This design comes from an exercise in tuning for small area on the open sky130 flow, not from production work. In this exercise RTL edits were held to simulation tests only and were not proved equivalent to the original. No driver is modelled on the clock port, so clocking that relies on it looks cheaper here than on a real chip. Power is estimated from default activity; no workload was simulated.

==> design.v <==
module m_spi # (
    parameter   [31:00]         USER_CLK_RATE    = 32'd100_000_000  ,
    parameter   [31:00]         SPI_CLK_RATE     = 32'd2_500_000    ,
    parameter   [00:00]         MCS_VALID_LEVEL  = 0                ,
    parameter   [01:00]         SCK_MODE         = 2'b01            ,
    parameter   [15:00]         AWIDTH           = 16               ,
    parameter   [15:00]         DWIDTH           = 8
) (
    input                       user_clk                            ,
    input                       user_rst                            ,
    input                       i_rd_evt                            ,
    input                       i_wr_evt                            ,
    input       [DWIDTH-1:0]    i_wr_data                           ,
    input       [AWIDTH-1:0]    i_addr                              ,
    output reg                  o_rd_evt                            ,
    output reg  [DWIDTH-1:0]    o_rd_data                           ,
    output                      o_rw_done_evt                       ,
    output reg                  mcs                                 ,
    output reg                  sclk                                ,
    output                      mosi                                ,
    input                       miso
);
    reg                 busy     ;  
    reg     [4:0]       cnt_div  ;  
    reg     [4:1]       cnt_bit_h;  
    reg                 cnt_bit_l;  
    reg                 rw_mode  ;  
    reg     [23:0]      sreg     ;
    wire    [4:0]       cnt_bit  = {cnt_bit_h, cnt_bit_l};
    wire    idle     = ~busy;
    wire    div_last  = cnt_div[4] & ~cnt_div[1] & ~cnt_div[0];              
    wire    div_first = ~cnt_div[2] & ~cnt_div[1] & ~cnt_div[0];             
    wire    half_end = busy & div_last;
    wire    fall     = half_end & sclk;
    wire    at_end   = cnt_bit[4] & cnt_bit[3] & cnt_bit[0];     
    wire    closing  = busy & at_end;
    wire    bit_zero = (cnt_bit == 5'd0);
    wire    shift    = fall & ~bit_zero;
    wire    sample   = busy & sclk & div_first & (cnt_bit[4:1] != 4'd0);
    wire    req      = i_wr_evt | i_rd_evt;
    wire    [4:0] cnt_bit_nx = idle ? 5'd0 : cnt_bit + {4'd0, fall};
    assign  o_rw_done_evt = idle & at_end;
    assign  mosi = busy & ~at_end & (bit_zero ? rw_mode : sreg[23]);
    always @(posedge user_clk) begin
        cnt_bit_h <= cnt_bit_nx[4:1];
        if (idle) begin
            cnt_div <= 5'd0;
            rw_mode <= i_rd_evt;
        end else begin
            cnt_div <= div_last ? 5'd0 : {cnt_div[3:0], ~(cnt_div[4] ^ cnt_div[1])};
        end
    end
    wire    hold_hi = busy & ~shift;
    wire    hold_lo = busy & ~sample;
    always @(posedge user_clk) begin
        sreg[23:1] <= ({{16{idle}}, {7{idle & ~i_rd_evt}}} & {i_addr, i_wr_data[7:1]})
                    | ({23{shift}} & sreg[22:0])
                    | ({23{hold_hi}} & sreg[23:1]);
        sreg[0]    <= (idle & ~i_rd_evt & i_wr_data[0])
                    | (sample & miso)
                    | (hold_lo & sreg[0]);
    end
    always @(posedge user_clk or posedge user_rst) begin
        if (user_rst) begin
            busy          <= 1'b0;
            cnt_bit_l     <= 1'b0;
            sclk          <= 1'b0;
            mcs           <= 1'b0;
            o_rd_evt      <= 1'b0;
            o_rd_data     <= 8'h0;
        end else begin
            busy          <= idle ? req : ~at_end;
            cnt_bit_l     <= cnt_bit_nx[0];
            sclk          <= sclk ^ half_end;
            mcs           <= idle ? ~i_wr_evt : (cnt_bit[4] & cnt_bit[3] & (cnt_bit[0] | fall));
            o_rd_evt      <= o_rw_done_evt & rw_mode;
            if (closing & rw_mode)
                o_rd_data <= sreg[8:1];
        end
    end
endmodule
==> flow/run.sh <==
#!/bin/bash
# Layout flow: the standard ORFS flow (standard.sh) with changes that only affect
# cell area:
#  * synthesis uses the standard synthesis script, except that ABC maps the combinational
#    logic with an area-oriented script (flow/abc_area.script) and adders are left to ABC
#    (ADDER_MAP_FILE empty); flip-flop mapping (dfflibmap) and everything else is
#    unchanged, so the registers are the same;
#  * ports are buffered with sky130_fd_sc_hd__buf_1 instead of the default buffer;
#  * the clock tree is NK balanced clock buffers, each driving the flip-flops of one
#    group of nearby flip-flops, inserted before CTS (flow/clkins_hook.tcl), in place
#    of TritonCTS's H-tree.
set -euo pipefail
here=$(pwd)
sed 's#log_cmd abc {\*}\$abc_args#log_cmd abc {*}[lreplace $abc_args 1 1 '"$here"'/flow/abc_area.script]#' \
    "$FLOW_HOME/scripts/synth.tcl" > "$here/area_synth_core.tcl"
grep -q 'abc_area.script' "$here/area_synth_core.tcl"
sed "s#\$::env(SCRIPTS_DIR)/synth.tcl#$here/area_synth_core.tcl#" synth_recipe.tcl > "$here/area_synth.tcl"
grep -q 'area_synth_core.tcl' "$here/area_synth.tcl"
bash standard.sh SYNTH_SCRIPT="$here/area_synth.tcl" ADDER_MAP_FILE= \
    "BUFFER_PORTS_ARGS=-buffer_cell sky130_fd_sc_hd__buf_1" \
    PRE_CTS_TCL="$here/flow/clkins_hook.tcl" \
    finish > "$here/flow_make.log" 2>&1
test -f out/final.def
==> flow/abc_area.script <==
strash
dch
amap
==> flow/clkins_hook.tcl <==
# PRE_CTS hook: drive the clock sinks through NK buffers of type BUF, one per group of
# nearby sinks, in place of TritonCTS's H-tree; the clock port then drives only those
# buffers. clock_tree_synthesis is then told to skip these nets.
set K [expr {[info exists ::env(CLK_NK)] ? $::env(CLK_NK) : 4}]
set BUF [expr {[info exists ::env(CLK_BUF)] ? $::env(CLK_BUF) : "sky130_fd_sc_hd__clkbuf_4"}]
set block [ord::get_db_block]
set net [$block findNet user_clk]
set pts {}
foreach it [$net getITerms] {
  set bb [[$it getInst] getBBox]
  lappend pts [list "[[$it getInst] getName]/[[$it getMTerm] getName]" [expr {([$bb xMin]+[$bb xMax])/2}] [expr {([$bb yMin]+[$bb yMax])/2}]]
}
proc split2 {pts idx} {
  set s [lsort -integer -index $idx $pts]
  set h [expr {[llength $s]/2}]
  return [list [lrange $s 0 [expr {$h-1}]] [lrange $s $h end]]
}
if {$K == 1} { set groups [list $pts]
} elseif {$K == 2} { set groups [split2 $pts 1]
} elseif {$K == 3} {
  set s [lsort -integer -index 1 $pts]; set n [llength $s]; set a [expr {$n/3}]; set b [expr {2*$n/3}]
  set groups [list [lrange $s 0 [expr {$a-1}]] [lrange $s $a [expr {$b-1}]] [lrange $s $b end]]
} else {
  set groups {}
  foreach g [split2 $pts 1] { foreach h [split2 $g 2] { lappend groups $h } }
}
set dbu [$block getDbUnitsPerMicron]
set gi 0
foreach g $groups {
  set sx 0; set sy 0; set pins {}
  foreach p $g { lappend pins [get_pins [lindex $p 0]]; set sx [expr {$sx+[lindex $p 1]}]; set sy [expr {$sy+[lindex $p 2]}] }
  set n [llength $g]
  insert_buffer -buffer_cell $BUF -net user_clk -load_pins $pins \
    -location [list [expr {$sx/$n/double($dbu)}] [expr {$sy/$n/double($dbu)}]] \
    -buffer_name clkbuf_leaf_$gi -net_name clknet_leaf_$gi
  incr gi
}
set skip {}
foreach it [$net getITerms] {
  set onet [[[$it getInst] findITerm X] getNet]
  $onet setSigType CLOCK
  lappend skip [$onet getName]
}
$net setSigType CLOCK
lappend skip user_clk
puts "clock buffers: $gi x $BUF; nets $skip"
set_cts_config -skip_nets $skip
==> standard.sh <==
#!/bin/bash
# synth_recipe.tcl (not shown) runs the flow's synth.tcl, then flattens the netlist and writes it again
# the make line also repeats each setting of config.mk as NAME=value (left out here)
make -C /OpenROAD-flow-scripts/flow DESIGN_CONFIG=/design/flow/config.mk WORK_HOME=/design/flow/orfs CLKGATE_MAP_FILE= SYNTH_SCRIPT=/design/flow/synth_recipe.tcl "${@:-finish}"
==> config.mk <==
export PLATFORM = sky130hd
export DESIGN_NAME = m_spi
export DESIGN_NICKNAME = m_spi
export VERILOG_FILES = /design/flow/design.v
export SDC_FILE = /design/flow/constraint.sdc
export NUM_CORES = 4
export LEC_CHECK = 0
export CAP_MARGIN = 20
export CORE_MARGIN = 2
export CORE_UTILIZATION = 40
export SLEW_MARGIN = 20
==> constraint.sdc <==
create_clock -name core_clock -period 5.0 [get_ports {user_clk}]
set_input_delay 1.0000 -clock core_clock [delete_from_list [all_inputs] [get_ports {user_clk}]]
set_output_delay 1.0000 -clock core_clock [all_outputs]
set_load 0.01 [all_outputs]
==> summary.json, run 1 <==
{
  "route": {
    "wl_per_cell_um": 14.4,
    "routed_wl_um": 3670,
    "drtIter0Drc": 217,
    "detail_route.wirelength.met1_um": 1700,
    "route.top_layer_used": "met4",
    "number_of_vias_per_cell_after_detailed_routing": 5.49,
    "vias": 1400,
    "routed-wl-met2_um": 1720,
    "first_pass_iteration_count_of_the_detailed_router": 7,
    "remaining_drc_errors": 0,
    "drt.antenna.violating_nets": 0,
    "met3WireLength_um": 233
  },
  "worst_setup_path": {
    "cp-start-kind": "flip-flop",
    "critical_path_peak_fanout": 26,
    "arrival_ns": 3.43,
    "slowest_stage": "sky130_fd_sc_hd__clkinv_1",
    "setup.worst_path.class": "reg -> reg",
    "crit_chain": "clkinv_1, or3_1, nor2_1, clkinv_1, nor2_1, buf_4, nor2_1, buf_4, a222oi_1, clkinv_1",
    "timing.critical_path.max_delay_family": "buffers and inverters",
    "cp_data_required_time_ns": 5.06,
    "critical_path.n_buffers_inverters": 5,
    "critPathCaptureType": "flip-flop",
    "critPathMaxStageDelay_ns": 0.58
  },
  "finish": {
    "layout-drive-gt1-share": 0.0293,
    "layout.cells.most_common": "sky130_fd_sc_hd__buf_1",
    "commonest_cells_after_routing_fill_and_taps_aside": "41 x sky130_fd_sc_hd__buf_1, 34 x sky130_fd_sc_hd__clkinv_1, 33 x sky130_fd_sc_hd__dfxtp_1",
    "number_of_nets_in_the_layout": 236,
    "syn_to_final_growth_pct": 15.7,
    "diodes": 0,
    "final_cell_area_um2": 1930
  },
  "sta": {
    "final_critical_path_setup_slack_ns": 1.63,
    "rsz0062_at_grt": "false",
    "worstMarginPinSlew_ns": 0.680,
    "totalNegativeSetupSlack_ns": 0,
    "fin_worst_skew_ns": 0.0101,
    "period_needed_ns": 3.37,
    "slew_headroom": 0.545,
    "holdWs_ns": 0.463,
    "number_of_pins_with_negative_max_slew_slack_in_the_final_report": 0,
    "fmax_ghz": 0.297,
    "timing_hold_violations_final": 0,
    "timing.final.crit_share": 0.674,
    "setup_viol_count_final": 0
  },
  "yosys": {
    "syn-num-nets": 187,
    "syn_avg_cell_area_um2": 10.5,
    "synth_cells": 158,
    "ys_seq_elements": 47,
    "synth.lib_cells_used.distinct": 20,
    "yosysWarnings": 1,
    "seq_area_frac_synth": 0.610,
    "syn-cell-area_um2": 1670
  },
  "floorplanning": {
    "initial_cell_density_of_the_core": 0.417,
    "ios": 42,
    "core_area_um2": 4000,
    "die-width_um": 68.6,
    "core.rowCount": 23,
    "floorplan.die.height_um": 68.6,
    "die_area_um2": 4700
  },
  "power": {
    "power.ir.vdd_worst_uv": 258,
    "static-leakage-power_nw": 0.757,
    "fin_total_pwr_w": 0.000963,
    "pwr_density_nw_per_um2": 499
  },
  "global_route": {
    "grt.total_usage": 0.158,
    "grt_max_degree": 27,
    "wire_length_of_the_first_global_routing_pass_um": 5750,
    "grt_antenna_before_repair": 0,
    "globalRoute.totalOverflow": 0,
    "grt_pass1_vias": 1299
  },
  "placement": {
    "numPortBuffers": 41,
    "dp_worst_setup_slack_ns": 1.66,
    "gp_congestion": 0.874,
    "dpl-instance-area_um2": 1900,
    "place_hpwl_um": 2740
  },
  "hold_path": {
    "hp-class": "reg -> reg"
  },
  "clock_network": {
    "clock_insertion_delay_worst_skew_ns": 0.18,
    "cts_repair_resize_count": 0,
    "postCtsHoldBufs": 0,
    "clock_transition_time_at_the_flip_flop_clock_pins_of_the_worst_setup_and_hold_paths_ns": 0.12,
    "cts_setup_buffers": 0
  },
  "flow_run": {
    "timing.max_cap.violations": 0
  },
  "outcome": {
    "outcome": "timing/DRC/antenna clean"
  }
}
[power by group]
part | switching [W] | leakage [nW] | internal (W)
sequential | 0.0000761 | 0.453 | 0.000498
clock | 0.0000905 | 0.0184 | 0.0000385
combinational | 0.000138 | 0.285 | 0.000122
[cell families (layout without fill, tap and decap cells)]
logic type             after synthesis  count (layout)  synth area share
AOI/OAI and AO/OA                   42              42             0.221
buffers and inverters               34              81            0.0766
DFF                                 47              47             0.610
and+or+nand+nor                     35              35            0.0931
[Yosys cell counts]
cell,number,area (um^2)
sky130_fd_sc_hd__clkinv_1,34,128
sky130_fd_sc_hd__dfxtp_1,33,661
sky130_fd_sc_hd__a222oi_1,23,230
sky130_fd_sc_hd__nor2_1,17,63.8
sky130_fd_sc_hd__dfrtp_1,13,325
sky130_fd_sc_hd__a22o_1,8,70.1
sky130_fd_sc_hd__nand2_1,6,22.5
sky130_fd_sc_hd__nor3_1,4,20.0
sky130_fd_sc_hd__a21oi_1,3,15.0
sky130_fd_sc_hd__nor2b_1,3,18.8
sky130_fd_sc_hd__o21ai_0,3,15.0
sky130_fd_sc_hd__a211oi_1,2,15.0
sky130_fd_sc_hd__and3_1,2,12.5
sky130_fd_sc_hd__a22oi_1,1,7.51
sky130_fd_sc_hd__a32oi_1,1,8.76
sky130_fd_sc_hd__edfxtp_1,1,30.0
sky130_fd_sc_hd__nand3_1,1,5.00
sky130_fd_sc_hd__nor4_1,1,6.26
sky130_fd_sc_hd__o22ai_1,1,6.26
sky130_fd_sc_hd__or3_1,1,6.26
[through the flow]
step,util,cells
floorplan,-,158
global placement,0.475,251
detailed placement,0.475,251
CTS,0.482,255
global route,0.482,255
finish,0.482,255
[metal layers]
| metal | vias to the layer above | track usage |
|---|---|---|
| li1 | 677 | - |
| met1 | 670 | 0.219 |
| met2 | 51 | 0.266 |
| met3 | 2 | 0.0211 |
| met4 | 0 | 0.0250 |
| met5 | - | 0 |
[state kept, by name, summed over array words and instances, names as in the netlist]
name,count
busy,1
cnt_bit_h,4
cnt_bit_l,1
cnt_div,5
mcs,1
o_rd_data,8
o_rd_evt,1
rw_mode,1
sclk,1
sreg,24
[final timing paths]
check,from,end,slack [ns],depth (start not counted)
worst max register to register,busy,sreg[7],1.63,10
worst max-delay path,busy,sreg[7],1.63,10
worst min register to register,cnt_div[3],cnt_div[4],0.46,1
min in group asynchronous,user_rst,cnt_bit_l,0.74,2
max in group asynchronous,user_rst,busy,3.98,2
worst min-delay path,cnt_div[3],cnt_div[4],0.46,1
[worst reg2reg max path: cells and delay by family (launching register included)]
kind,cells,cell delay [ns]
DFF,1,0.51
and+or+nand+nor,4,1.05
buffers and inverters,5,1.32
AOI/OAI and AO/OA,1,0.39
[layout make-up, clock buffers not listed]
cell class / instances / area, um^2
inverters: 34 / 128
multi-input cells: 77 / 523
repair buffers: 43 / 169
fillers: 396 / 2070
well taps: 50 / 62.6
flip-flops and latches: 47 / 1020
==> run 2: changes to the inputs <==
--- a/flow/clkins_hook.tcl
+++ b/flow/clkins_hook.tcl
@@ -1,8 +1,8 @@
 # PRE_CTS hook: drive the clock sinks through NK buffers of type BUF, one per group of
 # nearby sinks, in place of TritonCTS's H-tree; the clock port then drives only those
 # buffers. clock_tree_synthesis is then told to skip these nets.
-set K [expr {[info exists ::env(CLK_NK)] ? $::env(CLK_NK) : 4}]
-set BUF [expr {[info exists ::env(CLK_BUF)] ? $::env(CLK_BUF) : "sky130_fd_sc_hd__clkbuf_4"}]
+set K [expr {[info exists ::env(CLK_NK)] ? $::env(CLK_NK) : 3}]
+set BUF [expr {[info exists ::env(CLK_BUF)] ? $::env(CLK_BUF) : "sky130_fd_sc_hd__clkbuf_8"}]
 set block [ord::get_db_block]
 set net [$block findNet user_clk]
 set pts {}
==> run 2 against run 1 <==
Die area unchanged; global-route usage decreased by 0.31 points; power increased by 1.7%; largest power group unchanged; cell area increased by 0.58%; clock skew decreased by 0.0032 ns; setup slack got worse by 0.037 ns; utilization increased by 0.28 points; cell count decreased by 0.39%; critical path depth unchanged; combinational power about the same; hold slack got worse by 0.0030 ns.
==> summary.json, run 2 <==
{
  "outcome": {
    "outcome": "timing/DRC/antenna clean"
  },
  "finish": {
    "commonest_cells_after_routing_fill_and_taps_aside": "41 x sky130_fd_sc_hd__buf_1, 34 x sky130_fd_sc_hd__clkinv_1, 33 x sky130_fd_sc_hd__dfxtp_1",
    "top_regs": "sreg (24), o_rd_data (8), cnt_div (5)",
    "fillers": {"value": 393, "change": "-0.76%"},
    "syn_to_final_growth_pct": 16.4,
    "ff_latch_area": {"value": 1020, "unit": "um^2", "change": "unchanged"},
    "number_of_nets_in_the_layout": {"value": 235, "change": "-0.42%"},
    "finalNonFillerCells": {"value": 254, "change": "-0.39%"},
    "layout-drive-gt1-share": {"value": 0.0245, "change": "-0.00476"},
    "largest_reg_flops": {"value": 24, "change": "unchanged"},
    "multi_input_area": {"value": 523, "unit": "um^2", "change": "unchanged"},
    "layout.cells.most_common": "sky130_fd_sc_hd__buf_1",
    "reg_with_most_ffs": "sreg",
    "diodes": {"value": 0, "change": "unchanged"},
    "final_cell_area": {"value": 1940, "unit": "um^2", "change": "+0.58%"}
  },
  "hold_path": {
    "worst_hold_endpoint": "cnt_div[4]",
    "hold_start": "cnt_div[3]",
    "worst_hold_path.num_cells": {"value": 1, "change": "unchanged"},
    "hp-class": "reg -> reg"
  },
  "yosys": {
    "seq_area_frac_synth": {"value": 0.610, "change": "unchanged"},
    "primary_ff_master_synth": "sky130_fd_sc_hd__dfxtp_1",
    "syn-cell-area": {"value": 1670, "unit": "um^2", "change": "unchanged"},
    "synth_area_leader_cell": "sky130_fd_sc_hd__dfxtp_1",
    "syn-num-nets": {"value": 187, "change": "unchanged"},
    "yosysWarnings": {"value": 1, "change": "unchanged"},
    "synth_top_family_by_area": "compound AO/OA/AOI/OAI gates",
    "synth.area.mux_share": {"value": 0, "change": "unchanged"},
    "cell_with_the_most_instances_after_synthesis": "sky130_fd_sc_hd__clkinv_1",
    "synth-compound-area-share": {"value": 0.221, "change": "unchanged"},
    "syn_avg_cell_area": {"value": 10.5, "unit": "um^2", "change": "unchanged"},
    "synth_simple_gate_area_share": {"value": 0.0931, "change": "unchanged"},
    "synth_top_area_cells": "sky130_fd_sc_hd__dfxtp_1 40%, sky130_fd_sc_hd__dfrtp_1 20%, sky130_fd_sc_hd__a222oi_1 14%, sky130_fd_sc_hd__clkinv_1 7.7%, sky130_fd_sc_hd__a22o_1 4.2%",
    "post_synth_xor_area_fraction": {"value": 0, "change": "unchanged"},
    "ys_seq_elements": {"value": 47, "change": "unchanged"},
    "synth-async-reset-ratio": {"value": 0.277, "change": "unchanged"},
    "ys_top_cells_by_count": "34 x sky130_fd_sc_hd__clkinv_1, 33 x sky130_fd_sc_hd__dfxtp_1, 23 x sky130_fd_sc_hd__a222oi_1",
    "synth_fa_ha_area_frac": {"value": 0, "change": "unchanged"},
    "synth_top_cell_area_share": {"value": 0.396, "change": "unchanged"},
    "synth.lib_cells_used.distinct": {"value": 20, "change": "unchanged"},
    "synth_cells": {"value": 158, "change": "unchanged"},
    "synth-edff-count": {"value": 1, "change": "unchanged"}
  },
  "worst_setup_path": {
    "slowest_stage": "sky130_fd_sc_hd__clkinv_1",
    "critical_path.n_buffers_inverters": {"value": 5, "change": "unchanged"},
    "critPathMaxStageDelay": {"value": 0.58, "unit": "ns", "change": "about the same"},
    "timing.critical_path.max_delay_family": "buffers and inverters",
    "critical_path_peak_fanout": {"value": 26, "change": "unchanged"},
    "cp_data_required_time": {"value": 5.03, "unit": "ns", "change": "-0.03 ns"},
    "cp-start-kind": "flip-flop",
    "r2r_cells": {"value": 10, "change": "unchanged"},
    "arrival": {"value": 3.44, "unit": "ns", "change": "about the same"},
    "rr_endpoint": "sreg[7]",
    "r2r-start": "busy",
    "crit_chain": "clkinv_1, or3_1, nor2_1, clkinv_1, nor2_1, buf_4, nor2_1, buf_4, a222oi_1, clkinv_1",
    "setup.worst_path.class": "reg -> reg",
    "critPathCaptureType": "flip-flop",
    "reg2reg_slack": {"value": 1.59, "unit": "ns", "change": "-0.04 ns"}
  },
  "power": {
    "static-leakage-power": {"value": 0.760, "unit": "nW", "change": "+0.42%"},
    "clockPowerShare": {"value": 0.148, "change": "+0.014"},
    "internal_power_contribution": {"value": 0.000676, "unit": "W", "change": "+2.6%"},
    "power.sequential.fraction": {"value": 0.586, "change": "-0.010"},
    "power_switching": {"value": 0.000303, "unit": "W", "change": "-0.33%"},
    "power.ir.vdd_worst": {"value": 257, "unit": "uV", "change": "-0.63%"},
    "netSwitchingFraction": {"value": 0.310, "change": "-0.00628"},
    "pwr_density": {"value": 505, "unit": "nW/um^2", "change": "+1.1%"},
    "power.combinational.fraction": {"value": 0.266, "change": "-0.004"}
  },
  "route": {
    "drt.antenna.violating_nets": {"value": 0, "change": "unchanged"},
    "vias": {"value": 1404, "change": "+0.29%"},
    "number_of_vias_per_cell_after_detailed_routing": {"value": 5.53, "change": "+0.68%"},
    "wl_per_cell": {"value": 14.5, "unit": "um", "change": "+0.61%"},
    "drtIter0Drc": {"value": 193, "change": "-11%"},
    "routed_wl": {"value": 3680, "unit": "um", "change": "+0.22%"},
    "remaining_drc_errors": {"value": 0, "change": "unchanged"},
    "first_pass_iteration_count_of_the_detailed_router": {"value": 5, "change": "-2"}
  },
  "sta": {
    "number_of_pins_with_negative_max_slew_slack_in_the_final_report": {"value": 0, "change": "unchanged"},
    "slew_headroom": {"value": 0.529, "change": "-0.0157"},
    "totalNegativeSetupSlack": {"value": 0, "unit": "ns", "change": "unchanged"},
    "fin_worst_skew": {"value": 0.00691, "unit": "ns", "change": "-0.00316 ns"},
    "worstMarginPinSlew": {"value": 0.703, "unit": "ns", "change": "+0.0235 ns"},
    "setup_viol_count_final": {"value": 0, "change": "unchanged"},
    "fmax": {"value": 0.293, "unit": "GHz", "change": "-1.1%"},
    "rsz0062_at_grt": "false",
    "timing_hold_violations_final": {"value": 0, "change": "unchanged"},
    "period_needed": {"value": 3.41, "unit": "ns", "change": "+0.0371 ns"},
    "timing.final.crit_share": {"value": 0.682, "change": "+0.00742"}
  },
  "floorplanning": {
    "die_area": {"value": 4700, "unit": "um^2", "change": "unchanged"},
    "core_area": {"value": 4000, "unit": "um^2", "change": "unchanged"},
    "core.rowCount": {"value": 23, "change": "unchanged"},
    "floorplan.die.height": {"value": 68.6, "unit": "um", "change": "unchanged"},
    "die-width": {"value": 68.6, "unit": "um", "change": "unchanged"},
    "ios": {"value": 42, "change": "unchanged"},
    "initial_cell_density_of_the_core": {"value": 0.417, "change": "unchanged"}
  },
  "flow_run": {
    "timing.max_cap.violations": {"value": 0, "change": "unchanged"}
  },
  "global_route": {
    "wire_length_of_the_first_global_routing_pass": {"value": 5700, "unit": "um", "change": "-0.84%"},
    "grt_antenna_before_repair": {"value": 0, "change": "unchanged"},
    "grt_pass1_vias": {"value": 1301, "change": "+0.15%"},
    "globalRoute.totalOverflow": {"value": 0, "change": "unchanged"},
    "grt_max_degree": {"value": 27, "change": "unchanged"},
    "grt.total_usage": {"value": 0.154, "change": "-0.00310"}
  },
  "clock_network": {
    "postCtsHoldBufs": {"value": 0, "change": "unchanged"},
    "clock_insertion_delay_worst_skew": {"value": 0.15, "unit": "ns", "change": "-0.03 ns"},
    "clock_transition_time_at_the_flip_flop_clock_pins_of_the_worst_setup_and_hold_paths": {"value": 0.09, "unit": "ns", "change": "-0.03 ns"},
    "cts_setup_buffers": {"value": 0, "change": "unchanged"},
    "cts_repair_resize_count": {"value": 0, "change": "unchanged"}
  },
  "placement": {
    "place_hpwl": {"value": 2740, "unit": "um", "change": "unchanged"},
    "dpl-instance-area": {"value": 1900, "unit": "um^2", "change": "unchanged"},
    "numPortBuffers": {"value": 41, "change": "unchanged"},
    "place.detailed.instances": {"value": 251, "change": "unchanged"},
    "gp_congestion": {"value": 0.874, "change": "unchanged"}
  }
}
run 2: worst max path at each step:
stage / startpoint / endpoint / slack (ns) / cells past startpoint
after floorplan: busy / sreg[10] / 1.52 / 8
after global placement: busy / sreg[5] / 1.82 / 10
after detailed placement: busy / sreg[7] / 1.66 / 10
after CTS: busy / sreg[7] / 1.66 / 10
after global routing: busy / sreg[20] / 1.27 / 10
final: busy / sreg[7] / 1.59 / 10
run 2: area by class of cell, clock buffers not listed:
cell class,count,share of cell area
repair buffers,43,0.0871
flip-flops and latches,47,0.524
well taps,50,0.0323
multi-input cells,77,0.270
inverters,34,0.0658
run 2: cell families after synthesis:
logic type	count (synthesis)
flip-flops	47
AO/OA/AOI/OAI	42
buffers and inverters	34
AND/OR/NAND/NOR	35
run 2: metal layers:
metal / wire length [um] / track usage
met1: 1650 / 0.211
met2: 1730 / 0.266
met3: 242 / 0.0146
met4: 57 / 0.0325
met5: 0 / 0
run 2: metrics by stage:
| step | worst slack, ns | hold WS (ns) | power, W | util |
|---|---|---|---|---|
| 2_1_floorplan | 1.52 | 0.414 | 0.000760 | - |
| 3_3_place_gp | 1.82 | 0.429 | 0.000828 | 0.475 |
| 3_5_place_dp | 1.66 | 0.446 | 0.000841 | 0.475 |
| 4_1_cts | 1.66 | 0.447 | 0.000955 | 0.485 |
| 5_1_grt | 1.27 | 0.475 | 0.00104 | 0.485 |
| 6_report | 1.59 | 0.460 | 0.000979 | 0.485 |
run 2: power groups by stage:
stage               sequential, W  combinational, W  clock [W]
floorplan                0.000559          0.000200          0
global placement         0.000575          0.000253          0
detailed placement       0.000578          0.000263          0
CTS                      0.000580          0.000263   0.000112
global route             0.000587          0.000294   0.000161
finish                   0.000574          0.000261   0.000144
==> run 3: changes to the inputs <==
--- a/design.v
+++ b/design.v
@@ -22,11 +22,9 @@
 );
     reg                 busy     ;  
     reg     [4:0]       cnt_div  ;  
-    reg     [4:1]       cnt_bit_h;  
-    reg                 cnt_bit_l;  
+    reg     [4:0]       cnt_bit  ;  
     reg                 rw_mode  ;  
     reg     [23:0]      sreg     ;
-    wire    [4:0]       cnt_bit  = {cnt_bit_h, cnt_bit_l};
     wire    idle     = ~busy;
     wire    div_last  = cnt_div[4] & ~cnt_div[1] & ~cnt_div[0];              
     wire    div_first = ~cnt_div[2] & ~cnt_div[1] & ~cnt_div[0];             
@@ -39,16 +37,13 @@
     wire    sample   = busy & sclk & div_first & (cnt_bit[4:1] != 4'd0);
     wire    req      = i_wr_evt | i_rd_evt;
     wire    [4:0] cnt_bit_nx = idle ? 5'd0 : cnt_bit + {4'd0, fall};
-    assign  o_rw_done_evt = idle & at_end;
+    assign  o_rw_done_evt = idle & mcs & at_end;
     assign  mosi = busy & ~at_end & (bit_zero ? rw_mode : sreg[23]);
     always @(posedge user_clk) begin
-        cnt_bit_h <= cnt_bit_nx[4:1];
-        if (idle) begin
-            cnt_div <= 5'd0;
+        cnt_bit <= cnt_bit_nx;
+        cnt_div <= idle | div_last ? 5'd0 : {cnt_div[3:0], ~(cnt_div[4] ^ cnt_div[1])};
+        if (idle)
             rw_mode <= i_rd_evt;
-        end else begin
-            cnt_div <= div_last ? 5'd0 : {cnt_div[3:0], ~(cnt_div[4] ^ cnt_div[1])};
-        end
     end
     wire    hold_hi = busy & ~shift;
     wire    hold_lo = busy & ~sample;
@@ -63,14 +58,12 @@
     always @(posedge user_clk or posedge user_rst) begin
         if (user_rst) begin
             busy          <= 1'b0;
-            cnt_bit_l     <= 1'b0;
             sclk          <= 1'b0;
             mcs           <= 1'b0;
             o_rd_evt      <= 1'b0;
             o_rd_data     <= 8'h0;
         end else begin
             busy          <= idle ? req : ~at_end;
-            cnt_bit_l     <= cnt_bit_nx[0];
             sclk          <= sclk ^ half_end;
             mcs           <= idle ? ~i_wr_evt : (cnt_bit[4] & cnt_bit[3] & (cnt_bit[0] | fall));
             o_rd_evt      <= o_rw_done_evt & rw_mode;
--- a/flow/run.sh
+++ b/flow/run.sh
@@ -6,7 +6,7 @@
 #    (ADDER_MAP_FILE empty); flip-flop mapping (dfflibmap) and everything else is
 #    unchanged, so the registers are the same;
 #  * ports are buffered with sky130_fd_sc_hd__buf_1 instead of the default buffer;
-#  * the clock tree is NK balanced clock buffers, each driving the flip-flops of one
+#  * the clock tree is 4 balanced buffers (buf_4), each driving the flip-flops of one
 #    group of nearby flip-flops, inserted before CTS (flow/clkins_hook.tcl), in place
 #    of TritonCTS's H-tree.
 set -euo pipefail
--- a/flow/clkins_hook.tcl
+++ b/flow/clkins_hook.tcl
@@ -1,8 +1,8 @@
 # PRE_CTS hook: drive the clock sinks through NK buffers of type BUF, one per group of
 # nearby sinks, in place of TritonCTS's H-tree; the clock port then drives only those
 # buffers. clock_tree_synthesis is then told to skip these nets.
-set K [expr {[info exists ::env(CLK_NK)] ? $::env(CLK_NK) : 3}]
-set BUF [expr {[info exists ::env(CLK_BUF)] ? $::env(CLK_BUF) : "sky130_fd_sc_hd__clkbuf_8"}]
+set K [expr {[info exists ::env(CLK_NK)] ? $::env(CLK_NK) : 4}]
+set BUF [expr {[info exists ::env(CLK_BUF)] ? $::env(CLK_BUF) : "sky130_fd_sc_hd__buf_4"}]
 set block [ord::get_db_block]
 set net [$block findNet user_clk]
 set pts {}
--- a/config.mk
+++ b/config.mk
@@ -8,4 +8,5 @@
 export CAP_MARGIN = 20
 export CORE_MARGIN = 2
 export CORE_UTILIZATION = 40
+export PLACE_DENSITY = 0.9
 export SLEW_MARGIN = 20
==> run 3 against run 2 <==
Sequential power grew 4.4%; setup slack gained 0.096 ns; hold slack lost 0.0015 ns; critical path depth shrank 1; combinational power grew about 10%; cell count is the same; via count shrank 1.0%.
==> summary.json, run 3 <==
{
  "outcome": {
    "outcome": "timing/DRC/antenna clean"
  },
  "power": {
    "power.ir.vdd_worst": {"value": 233, "unit": "uV", "change": "-9.2%"},
    "power_switching": {"value": 0.000319, "unit": "W", "change": "+5.2%"},
    "pwr_density": {"value": 529, "unit": "nW/um^2", "change": "+4.7%"},
    "static-leakage-power": {"value": 0.741, "unit": "nW", "change": "-2.5%"},
    "power.sequential.fraction": {"value": 0.590, "change": "+0.004"},
    "fin_total_pwr": {"value": 0.00102, "unit": "W", "change": "+3.8%"},
    "power.combinational.fraction": {"value": 0.284, "change": "+0.018"},
    "netSwitchingFraction": {"value": 0.314, "change": "+0.00410"},
    "clockPowerShare": {"value": 0.127, "change": "-0.021"},
    "internal_power_contribution": {"value": 0.000698, "unit": "W", "change": "+3.2%"}
  },
  "finish": {
    "number_of_nets_in_the_layout": {"value": 235, "change": "unchanged"},
    "top_regs": "sreg (24), o_rd_data (8)",
    "layout-drive-gt1-share": {"value": 0.0294, "change": "+0.00490"},
    "layout.cells.most_common": "sky130_fd_sc_hd__buf_1",
    "syn_to_final_growth_pct": 15.4,
    "fillers": {"value": 378, "change": "-3.8%"},
    "reg_with_most_ffs": "sreg",
    "finalNonFillerCells": {"value": 254, "change": "unchanged"},
    "largest_reg_flops": {"value": 24, "change": "unchanged"},
    "final_cell_area": {"value": 1920, "unit": "um^2", "change": "-0.84%"},
    "diodes": {"value": 0, "change": "unchanged"},
    "commonest_cells_after_routing_fill_and_taps_aside": "41 x sky130_fd_sc_hd__buf_1, 34 x sky130_fd_sc_hd__clkinv_1, 34 x sky130_fd_sc_hd__dfxtp_1"
  },
  "sta": {
    "rsz0062_at_grt": "false",
    "totalNegativeSetupSlack": {"value": 0, "unit": "ns", "change": "unchanged"},
    "fin_worst_skew": {"value": 0.0127, "unit": "ns", "change": "+0.00580 ns"},
    "setup_viol_count_final": {"value": 0, "change": "unchanged"},
    "fmax": {"value": 0.302, "unit": "GHz", "change": "+2.9%"},
    "period_needed": {"value": 3.31, "unit": "ns", "change": "-0.0961 ns"},
    "worstMarginPinSlew": {"value": 0.838, "unit": "ns", "change": "+0.135 ns"},
    "timing_hold_violations_final": {"value": 0, "change": "unchanged"},
    "final_critical_path_setup_slack": {"value": 1.69, "unit": "ns", "change": "+0.0961 ns"},
    "number_of_pins_with_negative_max_slew_slack_in_the_final_report": {"value": 0, "change": "unchanged"},
    "slew_headroom": {"value": 0.441, "change": "-0.0886"},
    "timing.final.crit_share": {"value": 0.663, "change": "-0.0192"}
  },
  "yosys": {
    "ys_seq_elements": {"value": 47, "change": "unchanged"},
    "primary_ff_master_synth": "sky130_fd_sc_hd__dfxtp_1",
    "yosysWarnings": {"value": 1, "change": "unchanged"},
    "synth_cells": {"value": 158, "change": "unchanged"},
    "synth-async-reset-ratio": {"value": 0.255, "change": "-0.0213"},
    "syn_avg_cell_area": {"value": 10.5, "unit": "um^2", "change": "unchanged"},
    "synth_top_area_cells": "sky130_fd_sc_hd__dfxtp_1 41%, sky130_fd_sc_hd__dfrtp_1 18%, sky130_fd_sc_hd__a222oi_1 14%, sky130_fd_sc_hd__clkinv_1 7.7%, sky130_fd_sc_hd__a22o_1 4.2%",
    "synth.lib_cells_used.distinct": {"value": 19, "change": "-5.0%"},
    "synth_area_leader_cell": "sky130_fd_sc_hd__dfxtp_1",
    "synth_top_cell_area_share": {"value": 0.408, "change": "+0.0120"},
    "ys_top_cells_by_count": "34 x sky130_fd_sc_hd__clkinv_1, 34 x sky130_fd_sc_hd__dfxtp_1, 23 x sky130_fd_sc_hd__a222oi_1",
    "synth-edff-count": {"value": 1, "change": "unchanged"},
    "seq_area_frac_synth": {"value": 0.607, "change": "-0.00300"},
    "syn-num-nets": {"value": 187, "change": "unchanged"},
    "syn-cell-area": {"value": 1670, "unit": "um^2", "change": "unchanged"}
  },
  "global_route": {
    "wire_length_of_the_first_global_routing_pass": {"value": 5560, "unit": "um", "change": "-2.4%"},
    "globalRoute.totalOverflow": {"value": 0, "change": "unchanged"},
    "grt_max_degree": {"value": 29, "change": "+7.4%"},
    "grt_pass1_vias": {"value": 1255, "change": "-3.5%"},
    "grt_antenna_before_repair": {"value": 0, "change": "unchanged"},
    "grt.total_usage": {"value": 0.150, "change": "-0.00422"}
  },
  "route": {
    "met3WireLength": {"value": 177, "unit": "um", "change": "-27%"},
    "number_of_vias_per_cell_after_detailed_routing": {"value": 5.47, "change": "-1.0%"},
    "routed-wl-met2": {"value": 1630, "unit": "um", "change": "-6.2%"},
    "route.top_layer_used": "met4",
    "routed_wl": {"value": 3410, "unit": "um", "change": "-7.4%"},
    "wl_per_cell": {"value": 13.4, "unit": "um", "change": "-7.4%"},
    "drtIter0Drc": {"value": 189, "change": "-2.1%"},
    "vias": {"value": 1390, "change": "-1.0%"},
    "remaining_drc_errors": {"value": 0, "change": "unchanged"},
    "drt.antenna.violating_nets": {"value": 0, "change": "unchanged"},
    "detail_route.wirelength.met1": {"value": 1500, "unit": "um", "change": "-8.8%"},
    "first_pass_iteration_count_of_the_detailed_router": {"value": 6, "change": "+1"}
  },
  "worst_setup_path": {
    "crit_top_cell": "sky130_fd_sc_hd__clkinv_1",
    "r2r_cells": {"value": 9, "change": "-1"},
    "rr_endpoint": "sreg[5]",
    "critPathMaxStageDelay": {"value": 0.63, "unit": "ns", "change": "+0.05 ns"},
    "slowest_stage": "sky130_fd_sc_hd__clkinv_1",
    "critPathCaptureType": "flip-flop",
    "cp-start-kind": "flip-flop",
    "arrival": {"value": 3.34, "unit": "ns", "change": "-0.10 ns"},
    "critical_path_peak_fanout": {"value": 28, "change": "+7.7%"},
    "crit_chain": "clkinv_1, or3_1, nor2_1, clkinv_1, nor2_1, buf_4, nor2_2, a222oi_1, clkinv_1",
    "cp_data_required_time": {"value": 5.02, "unit": "ns", "change": "about the same"},
    "critical_path.n_buffers_inverters": {"value": 4, "change": "-1"},
    "reg2reg_slack": {"value": 1.69, "unit": "ns", "change": "+0.10 ns"},
    "timing.critical_path.max_delay_family": "buffers and inverters",
    "r2r-start": "busy",
    "crit_path_start": "busy",
    "setup.worst_path.class": "reg -> reg"
  },
  "floorplanning": {
    "floorplan.die.height": {"value": 68.6, "unit": "um", "change": "unchanged"},
    "ios": {"value": 42, "change": "unchanged"},
    "die-width": {"value": 68.6, "unit": "um", "change": "unchanged"},
    "core.rowCount": {"value": 23, "change": "unchanged"},
    "initial_cell_density_of_the_core": {"value": 0.417, "change": "unchanged"},
    "die_area": {"value": 4700, "unit": "um^2", "change": "unchanged"},
    "core_area": {"value": 4000, "unit": "um^2", "change": "unchanged"}
  },
  "clock_network": {
    "clock_insertion_delay_worst_skew": {"value": 0.15, "unit": "ns", "change": "about the same"},
    "cts_setup_buffers": {"value": 0, "change": "unchanged"},
    "postCtsHoldBufs": {"value": 0, "change": "unchanged"},
    "clock_transition_time_at_the_flip_flop_clock_pins_of_the_worst_setup_and_hold_paths": {"value": 0.11, "unit": "ns", "change": "+0.02 ns"},
    "cts_repair_resize_count": {"value": 0, "change": "unchanged"}
  },
  "placement": {
    "place_hpwl": {"value": 2650, "unit": "um", "change": "-3.3%"},
    "place.detailed.instances": {"value": 250, "change": "-0.40%"},
    "dpl-instance-area": {"value": 1890, "unit": "um^2", "change": "-0.26%"},
    "gp_congestion": {"value": 0.816, "change": "-6.7%"},
    "numPortBuffers": {"value": 41, "change": "unchanged"},
    "dp_worst_setup_slack": {"value": 1.79, "unit": "ns", "change": "+0.126 ns"}
  },
  "hold_path": {
    "hold_start": "sreg[22]",
    "hp-class": "reg -> reg",
    "worst_hold_path.num_cells": {"value": 2, "change": "+1"},
    "worst_hold_endpoint": "sreg[23]"
  },
  "flow_run": {
    "timing.max_cap.violations": {"value": 0, "change": "unchanged"}
  }
}
-- run 3: routing by layer --
layer  GRT usage  up-vias
li1            -      680
met1       0.214      642
met2       0.240       55
met3      0.0162       13
met4      0.0450        0
met5           0        -
-- run 3: worst register-to-register path, delay by kind of cell (launching register included) --
kind | cells | cell delay [ns]
AOI/OAI and AO/OA | 1 | 0.43
buffers and inverters | 4 | 1.16
DFF | 1 | 0.47
and+or+nand+nor | 4 | 1.14
-- run 3: through the flow --
stage           util  hold WS (ns)
2_1_floorplan      -         0.414
3_3_place_gp   0.473         0.418
3_5_place_dp   0.473         0.453
4_1_cts        0.481         0.453
5_1_grt        0.481         0.480
6_report       0.481         0.458
-- run 3: worst max path at each step --
stage / cells after the start / to
6_report: 9 / sreg[5]
2_1_floorplan: 8 / sreg[10]
3_5_place_dp: 9 / sreg[5]
5_1_grt: 9 / sreg[19]
4_1_cts: 9 / sreg[5]
3_3_place_gp: 9 / sreg[10]
-- run 3: area by class of cell, clock buffers not listed --
cell class / count / area (um^2) / area share
Timing Repair Buffer: 42 / 161 / 0.0839
Inverter: 34 / 128 / 0.0664
Sequential cell: 47 / 1010 / 0.526
Multi-Input combinational cell: 77 / 531 / 0.276
Tap cell: 50 / 62.6 / 0.0325
-- run 3: kinds of logic after synthesis --
logic type / Yosys count / synth area share
flops: 47 / 0.607
compound gates: 41 / 0.218
simple gates: 36 / 0.0984
buf+inv: 34 / 0.0766
-- run 3: power by group through the flow --
stage	Combinational [W]	Clock, W	Sequential, W
final	0.000288	0.000129	0.000599
after global routing	0.000327	0.000151	0.000614
after CTS	0.000290	0.0000988	0.000606
after detailed placement	0.000290	0	0.000605
after global placement	0.000274	0	0.000598
after floorplan	0.000227	0	0.000582
==> run 4: changes to the inputs <==
==> flow/abc_area.script (replaced) <==
strash
drw
dch
amap
==> run 4 against run 3 <==
Setup slack gained 0.76 ns; combinational power shrank 6%; clock power is essentially flat; routed wire length shrank 2.6%; still clean; power shrank 1.6%.
==> summary.json, run 4 <==
{
  "outcome": {
    "outcome": "timing/DRC/antenna clean"
  },
  "yosys": {
    "syn-num-nets": {"value": 183, "change": "-2.1%"},
    "synth_top_area_cells": "sky130_fd_sc_hd__dfxtp_1 41%, sky130_fd_sc_hd__dfrtp_1 18%, sky130_fd_sc_hd__a222oi_1 14%, sky130_fd_sc_hd__clkinv_1 6.3%, sky130_fd_sc_hd__a22o_1 4.2%",
    "post_synth_xor_area_fraction": {"value": 0, "change": "unchanged"},
    "synth_top_cell_area_share": {"value": 0.411, "change": "+0.00247"},
    "synth_top_family_by_area": "compound AO/OA/AOI/OAI gates",
    "syn-cell-area": {"value": 1660, "unit": "um^2", "change": "-0.60%"},
    "synth-edff-count": {"value": 1, "change": "unchanged"},
    "seq_area_frac_synth": {"value": 0.610, "change": "+0.00367"},
    "synth_area_leader_cell": "sky130_fd_sc_hd__dfxtp_1",
    "yosysWarnings": {"value": 1, "change": "unchanged"},
    "synth-async-reset-ratio": {"value": 0.255, "change": "unchanged"},
    "synth.area.mux_share": {"value": 0, "change": "unchanged"},
    "synth_simple_gate_area_share": {"value": 0.108, "change": "+0.00966"},
    "synth-compound-area-share": {"value": 0.218, "change": "about the same"},
    "ys_seq_elements": {"value": 47, "change": "unchanged"},
    "ys_top_cells_by_count": "34 x sky130_fd_sc_hd__dfxtp_1, 28 x sky130_fd_sc_hd__clkinv_1, 23 x sky130_fd_sc_hd__a222oi_1",
    "primary_ff_master_synth": "sky130_fd_sc_hd__dfxtp_1",
    "syn_avg_cell_area": {"value": 10.8, "unit": "um^2", "change": "+2.0%"},
    "synth.lib_cells_used.distinct": {"value": 20, "change": "+1"},
    "synth_cells": {"value": 154, "change": "-2.5%"},
    "cell_with_the_most_instances_after_synthesis": "sky130_fd_sc_hd__dfxtp_1",
    "synth_fa_ha_area_frac": {"value": 0, "change": "unchanged"}
  },
  "placement": {
    "dp_worst_setup_slack": {"value": 2.61, "unit": "ns", "change": "+0.820 ns"},
    "gp_congestion": {"value": 0.854, "change": "+4.7%"},
    "place_hpwl": {"value": 2540, "unit": "um", "change": "-4.0%"},
    "numPortBuffers": {"value": 41, "change": "unchanged"},
    "place.detailed.instances": {"value": 248, "change": "-0.80%"}
  },
  "sta": {
    "timing.final.crit_share": {"value": 0.511, "change": "-0.152"},
    "setup_viol_count_final": {"value": 0, "change": "unchanged"},
    "rsz0062_at_grt": "false",
    "fin_worst_skew": {"value": 0.0101, "unit": "ns", "change": "-0.00261 ns"},
    "totalNegativeSetupSlack": {"value": 0, "unit": "ns", "change": "unchanged"},
    "number_of_pins_with_negative_max_slew_slack_in_the_final_report": {"value": 0, "change": "unchanged"},
    "slew_headroom": {"value": 0.619, "change": "+0.178"},
    "timing_hold_violations_final": {"value": 0, "change": "unchanged"},
    "period_needed": {"value": 2.56, "unit": "ns", "change": "-0.758 ns"},
    "worstMarginPinSlew": {"value": 0.569, "unit": "ns", "change": "-0.269 ns"},
    "fmax": {"value": 0.391, "unit": "GHz", "change": "+30%"},
    "final_critical_path_setup_slack": {"value": 2.44, "unit": "ns", "change": "+0.758 ns"}
  },
  "worst_setup_path": {
    "reg2reg_slack": {"value": 2.59, "unit": "ns", "change": "+0.90 ns"},
    "crit_chain": "nor4_1, nor2b_1, a21oi_1, a211oi_1, buf_1",
    "slowest_stage": "sky130_fd_sc_hd__dfxtp_1",
    "critical_path.n_buffers_inverters": {"value": 1, "change": "-3"},
    "critPathMaxStageDelay": {"value": 0.36, "unit": "ns", "change": "-0.27 ns"},
    "timing.critical_path.max_delay_family": "simple AND/OR/NAND/NOR gates",
    "arrival": {"value": 1.56, "unit": "ns", "change": "-1.78 ns"},
    "cp_data_required_time": {"value": 4.00, "unit": "ns", "change": "-1.02 ns"},
    "cp-start-kind": "flip-flop",
    "critPathCaptureType": "output port",
    "critical_path_peak_fanout": {"value": 5, "change": "-82%"},
    "setup.worst_path.class": "reg -> out"
  },
  "clock_network": {
    "cts_repair_resize_count": {"value": 0, "change": "unchanged"},
    "clock_transition_time_at_the_flip_flop_clock_pins_of_the_worst_setup_and_hold_paths": {"value": 0.10, "unit": "ns", "change": "about the same"},
    "clock_insertion_delay_worst_skew": {"value": 0.14, "unit": "ns", "change": "about the same"},
    "postCtsHoldBufs": {"value": 0, "change": "unchanged"},
    "cts_setup_buffers": {"value": 0, "change": "unchanged"}
  },
  "route": {
    "drt.antenna.violating_nets": {"value": 0, "change": "unchanged"},
    "first_pass_iteration_count_of_the_detailed_router": {"value": 5, "change": "-1"},
    "number_of_vias_per_cell_after_detailed_routing": {"value": 5.20, "change": "-4.9%"},
    "routed_wl": {"value": 3320, "unit": "um", "change": "-2.6%"},
    "wl_per_cell": {"value": 13.2, "unit": "um", "change": "-1.9%"},
    "remaining_drc_errors": {"value": 0, "change": "unchanged"},
    "vias": {"value": 1311, "change": "-5.7%"},
    "drtIter0Drc": {"value": 142, "change": "-25%"}
  },
  "finish": {
    "number_of_nets_in_the_layout": {"value": 233, "change": "-0.85%"},
    "diodes": {"value": 0, "change": "unchanged"},
    "largest_reg_flops": {"value": 24, "change": "unchanged"},
    "top_regs": "sreg (24), o_rd_data (8)",
    "finalNonFillerCells": {"value": 252, "change": "-0.79%"},
    "layout.cells.most_common": "sky130_fd_sc_hd__buf_1",
    "syn_to_final_growth_pct": 16.2,
    "multi_input_area": {"value": 541, "unit": "um^2", "change": "+1.9%"},
    "fillers": {"value": 389, "change": "+2.9%"},
    "layout-drive-gt1-share": {"value": 0.0347, "change": "+0.00524"},
    "reg_with_most_ffs": "sreg",
    "commonest_cells_after_routing_fill_and_taps_aside": "41 x sky130_fd_sc_hd__buf_1, 34 x sky130_fd_sc_hd__dfxtp_1, 28 x sky130_fd_sc_hd__clkinv_1",
    "ff_latch_area": {"value": 1010, "unit": "um^2", "change": "unchanged"}
  },
  "global_route": {
    "top_usage_layer": "met2",
    "grt_util_met1": {"value": 0.210, "change": "-0.00381"},
    "grt_max_degree": {"value": 28, "change": "-3.4%"},
    "grt_pass1_vias": {"value": 1161, "change": "-7.5%"},
    "grt_util_met2": {"value": 0.238, "change": "-0.00252"},
    "grt_antenna_before_repair": {"value": 0, "change": "unchanged"},
    "globalRoute.totalOverflow": {"value": 0, "change": "unchanged"},
    "gr-usage-met3": {"value": 0.0115, "change": "-0.00472"},
    "wire_length_of_the_first_global_routing_pass": {"value": 5310, "unit": "um", "change": "-4.5%"},
    "grt.total_usage": {"value": 0.145, "change": "-0.00478"}
  },
  "floorplanning": {
    "floorplan.die.height": {"value": 68.4, "unit": "um", "change": "-0.28%"},
    "core_area": {"value": 4000, "unit": "um^2", "change": "unchanged"},
    "ios": {"value": 42, "change": "unchanged"},
    "initial_cell_density_of_the_core": {"value": 0.414, "change": "-0.00250"},
    "die-width": {"value": 68.4, "unit": "um", "change": "-0.28%"},
    "core.rowCount": {"value": 23, "change": "unchanged"},
    "die_area": {"value": 4670, "unit": "um^2", "change": "-0.57%"}
  },
  "power": {
    "power.ir.vdd_worst": {"value": 167, "unit": "uV", "change": "-28%"},
    "pwr_density": {"value": 519, "unit": "nW/um^2", "change": "-1.7%"},
    "static-leakage-power": {"value": 0.738, "unit": "nW", "change": "-0.31%"}
  },
  "hold_path": {
    "hp-class": "reg -> reg"
  },
  "flow_run": {
    "timing.max_cap.violations": {"value": 0, "change": "unchanged"}
  }
}
-- run 4: layer usage --
layer	part of all wire	up-vias
li1	-	680
met1	0.46	580
met2	0.46	48
met3	0.066	3
met4	0.013	0
met5	0	-
-- run 4: final timing paths --
path | startpoint | depth (start not counted) | end
hold / removal | cnt_div[3] | 1 | cnt_div[4]
setup / recovery | cnt_bit[3] | 5 | mosi
setup reg to reg | busy | 9 | sreg[9]
hold reg to reg | cnt_div[3] | 1 | cnt_div[4]
max in group asynchronous | user_rst | 2 | busy
min in group asynchronous | user_rst | 2 | o_rd_data[2]
-- run 4: final cells by class, clock buffers not listed --
cell class	instances	share of cell area
Sequential cell	47	0.525
Tap cell	50	0.0325
Timing Repair Buffer	44	0.0916
Multi-Input combinational cell	79	0.281
Inverter	28	0.0546
-- run 4: logic make-up after synthesis --
logic type | after synthesis
simple gates | 38
flops | 47
buf+inv | 28
compound gates | 41
-- run 4: report_power, final --
group / internal [W] / switching, W
Sequential: 0.000512 / 0.0000872
Combinational: 0.000142 / 0.000130
Clock: 0.0000422 / 0.0000860
-- run 4: stage by stage --
stage | hold WS [ns] | instance area, um^2 | utilization | power, W
after global placement | 0.418 | 1900 | 0.474 | 0.000866
after floorplan | 0.414 | 1660 | - | 0.000800
after detailed placement | 0.441 | 1900 | 0.474 | 0.000881
after CTS | 0.441 | 1930 | 0.481 | 0.000982
after global routing | 0.483 | 1930 | 0.481 | 0.00108
final | 0.455 | 1930 | 0.481 | 0.00100
==> run 5: changes to the inputs <==
--- a/design.v
+++ b/design.v
@@ -20,11 +20,15 @@
     output                      mosi                                ,
     input                       miso
 );
+    localparam integer RING_N = 23;
+    localparam integer RING_T = 22;
+    localparam integer RING_W = 21;
     reg                 busy     ;  
     reg     [4:0]       cnt_div  ;  
     reg     [4:0]       cnt_bit  ;  
     reg                 rw_mode  ;  
-    reg     [23:0]      sreg     ;
+    reg     [RING_N-1:0] ring    ;
+    reg                 mosi_q   ;
     wire    idle     = ~busy;
     wire    div_last  = cnt_div[4] & ~cnt_div[1] & ~cnt_div[0];              
     wire    div_first = ~cnt_div[2] & ~cnt_div[1] & ~cnt_div[0];             
@@ -32,28 +36,39 @@
     wire    fall     = half_end & sclk;
     wire    at_end   = cnt_bit[4] & cnt_bit[3] & cnt_bit[0];     
     wire    closing  = busy & at_end;
+    wire    fall_25  = cnt_bit[4] & cnt_bit[3];                              
     wire    bit_zero = (cnt_bit == 5'd0);
-    wire    shift    = fall & ~bit_zero;
     wire    sample   = busy & sclk & div_first & (cnt_bit[4:1] != 4'd0);
     wire    req      = i_wr_evt | i_rd_evt;
     wire    [4:0] cnt_bit_nx = idle ? 5'd0 : cnt_bit + {4'd0, fall};
     assign  o_rw_done_evt = idle & mcs & at_end;
-    assign  mosi = busy & ~at_end & (bit_zero ? rw_mode : sreg[23]);
+    assign  mosi = busy & (bit_zero ? rw_mode : mosi_q);
+    wire    [23:0]  frame = {i_addr, i_wr_data & {8{~i_rd_evt}}};    
+    reg     [RING_N-1:0] ring_ld;
+    integer k;
+    always @(*) begin
+        ring_ld = {RING_N{1'b0}};
+        for (k = 2; k <= 24; k = k + 1)
+            ring_ld[(RING_T + 1 + 80 * RING_N - 40 * k) % RING_N] = frame[24 - k];
+    end
+    integer p;
+    integer j;
     always @(posedge user_clk) begin
         cnt_bit <= cnt_bit_nx;
         cnt_div <= idle | div_last ? 5'd0 : {cnt_div[3:0], ~(cnt_div[4] ^ cnt_div[1])};
         if (idle)
             rw_mode <= i_rd_evt;
-    end
-    wire    hold_hi = busy & ~shift;
-    wire    hold_lo = busy & ~sample;
-    always @(posedge user_clk) begin
-        sreg[23:1] <= ({{16{idle}}, {7{idle & ~i_rd_evt}}} & {i_addr, i_wr_data[7:1]})
-                    | ({23{shift}} & sreg[22:0])
-                    | ({23{hold_hi}} & sreg[23:1]);
-        sreg[0]    <= (idle & ~i_rd_evt & i_wr_data[0])
-                    | (sample & miso)
-                    | (hold_lo & sreg[0]);
+        if (idle)
+            mosi_q <= frame[23];
+        else if (fall & ~bit_zero)
+            mosi_q <= ~fall_25 & ring[RING_T];
+        for (p = 0; p < RING_N; p = p + 1)
+            if (idle)
+                ring[p] <= ring_ld[p];
+            else if (p == RING_W && sample)
+                ring[p] <= miso;
+            else
+                ring[p] <= ring[(p + RING_N - 1) % RING_N];
     end
     always @(posedge user_clk or posedge user_rst) begin
         if (user_rst) begin
@@ -68,7 +83,8 @@
             mcs           <= idle ? ~i_wr_evt : (cnt_bit[4] & cnt_bit[3] & (cnt_bit[0] | fall));
             o_rd_evt      <= o_rw_done_evt & rw_mode;
             if (closing & rw_mode)
-                o_rd_data <= sreg[8:1];
+                for (j = 18; j <= 25; j = j + 1)
+                    o_rd_data[25 - j] <= ring[(RING_W + 1019 + 80 * RING_N - 40 * j) % RING_N];
         end
     end
 endmodule
==> flow/abc_area.script (replaced) <==
strash
dch
amap
==> run 5 against run 4 <==
Die area fell by 4.3%; synthesized cell count fell by 6.5%; sequential power fell by 3%; register-to-register slack got worse by 0.50 ns; critical path type unchanged; clock power barely moved; routed wire length fell by 2.7%; global-route usage rose by 0.19 points; critical endpoint unchanged.
==> summary.json, run 5 <==
{
  "outcome": {
    "outcome": "timing/DRC/antenna clean"
  },
  "finish": {
    "syn_to_final_growth_pct": 15.9,
    "top_regs": "ring (23), o_rd_data (8)",
    "fillers": {"value": 377, "change": "-3.1%"},
    "number_of_nets_in_the_layout": {"value": 221, "change": "-5.2%"},
    "layout.cells.most_common": "sky130_fd_sc_hd__buf_1",
    "multi_input_area": {"value": 500, "unit": "um^2", "change": "-7.4%"},
    "diodes": {"value": 0, "change": "unchanged"},
    "commonest_cells_after_routing_fill_and_taps_aside": "41 x sky130_fd_sc_hd__buf_1, 33 x sky130_fd_sc_hd__dfxtp_1, 17 x sky130_fd_sc_hd__a22o_1",
    "reg_with_most_ffs": "ring",
    "layout-drive-gt1-share": {"value": 0.0263, "change": "-0.00834"},
    "ff_latch_area": {"value": 1020, "unit": "um^2", "change": "+0.99%"},
    "largest_reg_flops": {"value": 23, "change": "-4.2%"}
  },
  "sta": {
    "period_needed": {"value": 3.31, "unit": "ns", "change": "+0.758 ns"},
    "timing_hold_violations_final": {"value": 0, "change": "unchanged"},
    "fin_worst_skew": {"value": 0.00679, "unit": "ns", "change": "-0.00331 ns"},
    "holdWs": {"value": 0.452, "unit": "ns", "change": "-0.00296 ns"},
    "number_of_pins_with_negative_max_slew_slack_in_the_final_report": {"value": 0, "change": "unchanged"},
    "fmax": {"value": 0.302, "unit": "GHz", "change": "-23%"},
    "slew_headroom": {"value": 0.506, "change": "-0.113"},
    "setup_viol_count_final": {"value": 0, "change": "unchanged"},
    "totalNegativeSetupSlack": {"value": 0, "unit": "ns", "change": "unchanged"},
    "rsz0062_at_grt": "false",
    "worstMarginPinSlew": {"value": 0.741, "unit": "ns", "change": "+0.172 ns"},
    "timing.final.crit_share": {"value": 0.663, "change": "+0.152"}
  },
  "worst_setup_path": {
    "critPathMaxStageDelay": {"value": 0.84, "unit": "ns", "change": "+0.48 ns"},
    "crit_path_start": "busy",
    "r2r_cells": {"value": 9, "change": "unchanged"},
    "cp-start-kind": "flip-flop",
    "reg2reg_slack": {"value": 2.09, "unit": "ns", "change": "-0.50 ns"},
    "cp_data_required_time": {"value": 4.00, "unit": "ns", "change": "about the same"},
    "slowest_stage": "sky130_fd_sc_hd__dfrtp_1",
    "critical_path_peak_fanout": {"value": 24, "change": "+19"},
    "worstSetupEndpoint": "mosi",
    "crit_chain": "clkinv_1, buf_4, nor2_1, buf_1",
    "setup.worst_path.class": "reg -> out",
    "critPathCaptureType": "output port",
    "rr_endpoint": "cnt_bit[4]",
    "arrival": {"value": 2.31, "unit": "ns", "change": "+0.75 ns"},
    "r2r-start": "busy"
  },
  "floorplanning": {
    "ios": {"value": 42, "change": "unchanged"},
    "core_area": {"value": 3740, "unit": "um^2", "change": "-6.4%"},
    "die_area": {"value": 4470, "unit": "um^2", "change": "-4.3%"},
    "floorplan.die.height": {"value": 66.9, "unit": "um", "change": "-2.2%"},
    "core.rowCount": {"value": 22, "change": "-4.3%"},
    "initial_cell_density_of_the_core": {"value": 0.422, "change": "+0.00832"},
    "die-width": {"value": 66.9, "unit": "um", "change": "-2.2%"}
  },
  "power": {
    "pwr_density": {"value": 521, "unit": "nW/um^2", "change": "+0.26%"},
    "static-leakage-power": {"value": 0.717, "unit": "nW", "change": "-2.9%"},
    "power.ir.vdd_worst": {"value": 234, "unit": "uV", "change": "+40%"}
  },
  "global_route": {
    "grt_antenna_before_repair": {"value": 0, "change": "unchanged"},
    "grt_max_degree": {"value": 25, "change": "-11%"},
    "globalRoute.totalOverflow": {"value": 0, "change": "unchanged"},
    "wire_length_of_the_first_global_routing_pass": {"value": 5200, "unit": "um", "change": "-2.2%"},
    "grt.total_usage": {"value": 0.147, "change": "+0.00194"},
    "grt_pass1_vias": {"value": 1117, "change": "-3.8%"}
  },
  "yosys": {
    "synth_top_area_cells": "sky130_fd_sc_hd__dfxtp_1 42%, sky130_fd_sc_hd__dfrtp_1 19%, sky130_fd_sc_hd__a22o_1 9.4%, sky130_fd_sc_hd__a32o_1 4.4%, sky130_fd_sc_hd__clkinv_1 3.8%",
    "primary_ff_master_synth": "sky130_fd_sc_hd__dfxtp_1",
    "synth-async-reset-ratio": {"value": 0.255, "change": "unchanged"},
    "seq_area_frac_synth": {"value": 0.646, "change": "+0.0353"},
    "synth-edff-count": {"value": 2, "change": "+1"},
    "synth_area_leader_cell": "sky130_fd_sc_hd__dfxtp_1",
    "synth_top_cell_area_share": {"value": 0.418, "change": "+0.00685"},
    "ys_seq_elements": {"value": 47, "change": "unchanged"},
    "ys_top_cells_by_count": "33 x sky130_fd_sc_hd__dfxtp_1, 17 x sky130_fd_sc_hd__a22o_1, 16 x sky130_fd_sc_hd__clkinv_1",
    "yosysWarnings": {"value": 1, "change": "unchanged"},
    "syn-cell-area": {"value": 1580, "unit": "um^2", "change": "-4.5%"},
    "cell_with_the_most_instances_after_synthesis": "sky130_fd_sc_hd__dfxtp_1",
    "syn_avg_cell_area": {"value": 11.0, "unit": "um^2", "change": "+2.1%"},
    "syn-num-nets": {"value": 173, "change": "-5.5%"},
    "synth.lib_cells_used.distinct": {"value": 21, "change": "+5.0%"},
    "synth_cells": {"value": 144, "change": "-6.5%"}
  },
  "placement": {
    "place_hpwl": {"value": 2400, "unit": "um", "change": "-5.5%"},
    "numPortBuffers": {"value": 41, "change": "unchanged"},
    "gp_congestion": {"value": 0.868, "change": "+1.7%"}
  },
  "hold_path": {
    "hp-class": "reg -> reg"
  },
  "route": {
    "routed_wl": {"value": 3230, "unit": "um", "change": "-2.7%"},
    "first_pass_iteration_count_of_the_detailed_router": {"value": 4, "change": "-1"},
    "drtIter0Drc": {"value": 46, "change": "-68%"},
    "wl_per_cell": {"value": 13.6, "unit": "um", "change": "+3.1%"},
    "drt.antenna.violating_nets": {"value": 0, "change": "unchanged"},
    "vias": {"value": 1214, "change": "-7.4%"},
    "number_of_vias_per_cell_after_detailed_routing": {"value": 5.10, "change": "-2.0%"},
    "remaining_drc_errors": {"value": 0, "change": "unchanged"}
  },
  "flow_run": {
    "timing.max_cap.violations": {"value": 0, "change": "unchanged"}
  },
  "clock_network": {
    "cts_repair_resize_count": {"value": 0, "change": "unchanged"},
    "clock_insertion_delay_worst_skew": {"value": 0.14, "unit": "ns", "change": "about the same"},
    "postCtsHoldBufs": {"value": 0, "change": "unchanged"},
    "cts_setup_buffers": {"value": 0, "change": "unchanged"},
    "clock_transition_time_at_the_flip_flop_clock_pins_of_the_worst_setup_and_hold_paths": {"value": 0.11, "unit": "ns", "change": "about the same"}
  }
}
==> run 5: per-layer routing <==
layer / wire length, um / share of wire / global-route usage / vias to the layer above
li1: - / - / - / 610
met1: 1490 / 0.46 / 0.217 / 558
met2: 1440 / 0.45 / 0.239 / 44
met3: 271 / 0.084 / 0.0152 / 2
met4: 27 / 0.0084 / 0.0230 / 0
met5: 0 / 0 / 0 / -
==> run 5: cell type report, clock buffers not listed <==
type | instances | share of cell area
Inverter | 16 | 0.0328
Multi-Input combinational cell | 81 | 0.273
Sequential cell | 47 | 0.557
Tap cell | 48 | 0.0328
Timing Repair Buffer | 42 | 0.0881
==> run 5: cells by family (layout without fill, tap and decap cells) <==
kind of cell / after synthesis / count (layout) / synth area share
AOI/OAI and AO/OA: 42 / 42 / 0.206
buffers and inverters: 16 / 62 / 0.0380
DFF: 47 / 47 / 0.646
and+or+nand+nor: 39 / 39 / 0.111
==> run 5: worst min-delay path by stage <==
| stage | start | endpoint | depth (start not counted) |
|---|---|---|---|
| finish | ring[17] | ring[18] | 2 |
| floorplan | cnt_div[3] | cnt_div[4] | 1 |
| global route | cnt_div[3] | cnt_div[4] | 1 |
| global placement | cnt_div[3] | cnt_div[4] | 1 |
| detailed placement | cnt_div[3] | cnt_div[4] | 1 |
| CTS | cnt_div[3] | cnt_div[4] | 1 |
==> run 5: stage by stage <==
| step | instances | utilization | total power (W) | worst slack, ns | cell area [um^2] |
|---|---|---|---|---|---|
| 4_1_cts | 238 | 0.490 | 0.000935 | 1.84 | 1830 |
| 5_1_grt | 238 | 0.490 | 0.00103 | 1.43 | 1830 |
| 3_5_place_dp | 234 | 0.482 | 0.000834 | 1.86 | 1800 |
| 3_3_place_gp | 234 | 0.482 | 0.000816 | 1.93 | 1800 |
| 2_1_floorplan | 144 | - | 0.000757 | 2.20 | 1580 |
| 6_report | 238 | 0.490 | 0.000955 | 1.69 | 1830 |
==> run 5: critical path, delay by kind of cell (launching register included) <==
kind	cells	cell delay [ns]
buf+inv	3	1.21
flops	1	0.84
simple gates	1	0.12
==> run 5: power by group <==
group / internal, W / switching (W) / total (W) / leakage (nW)
logic: 0.000122 / 0.000122 / 0.000243 / 0.245
registers: 0.000515 / 0.0000669 / 0.000582 / 0.453
clock network: 0.0000422 / 0.0000872 / 0.000129 / 0.0192

==> static timing again, ports no longer ideal <==
The results above use ideal ports. As a check the final layouts listed here were re-extracted and re-timed, cells and wires unchanged. Step 1 (the two cells are an assumption about what drives the block):
set clk [get_ports {user_clk}]
set_driving_cell -lib_cell sky130_fd_sc_hd__clkbuf_16 $clk
set_driving_cell -lib_cell sky130_fd_sc_hd__buf_2 [delete_from_list [all_inputs] $clk]
Step 2, shift: input delay + t, output delay - t, t = (earliest + latest rising clock arrival at the registers) / 2. This alone moves slack from input paths to output paths. Slacks: ideal ports / drivers / drivers and shift; pairs: ideal ports / drivers.
run	t, ns	setup WS [ns]	hold slack, ns	cell pins on the clock port's net
run 1	0.215	1.628 / 1.628 / 1.628	0.463 / 0.463 / 0.463	4
run 2	0.196	1.591 / 1.591 / 1.591	0.460 / 0.460 / 0.460	3
run 3	0.181	1.687 / 1.687 / 1.687	0.458 / 0.458 / 0.458	4
run 4	0.183	2.445 / 2.399 / 2.582	0.455 / 0.455 / 0.455	4
run 5	0.185	1.686 / 1.640 / 1.826	0.452 / 0.452 / 0.452	4
After both steps setup and hold are still met in every run listed.
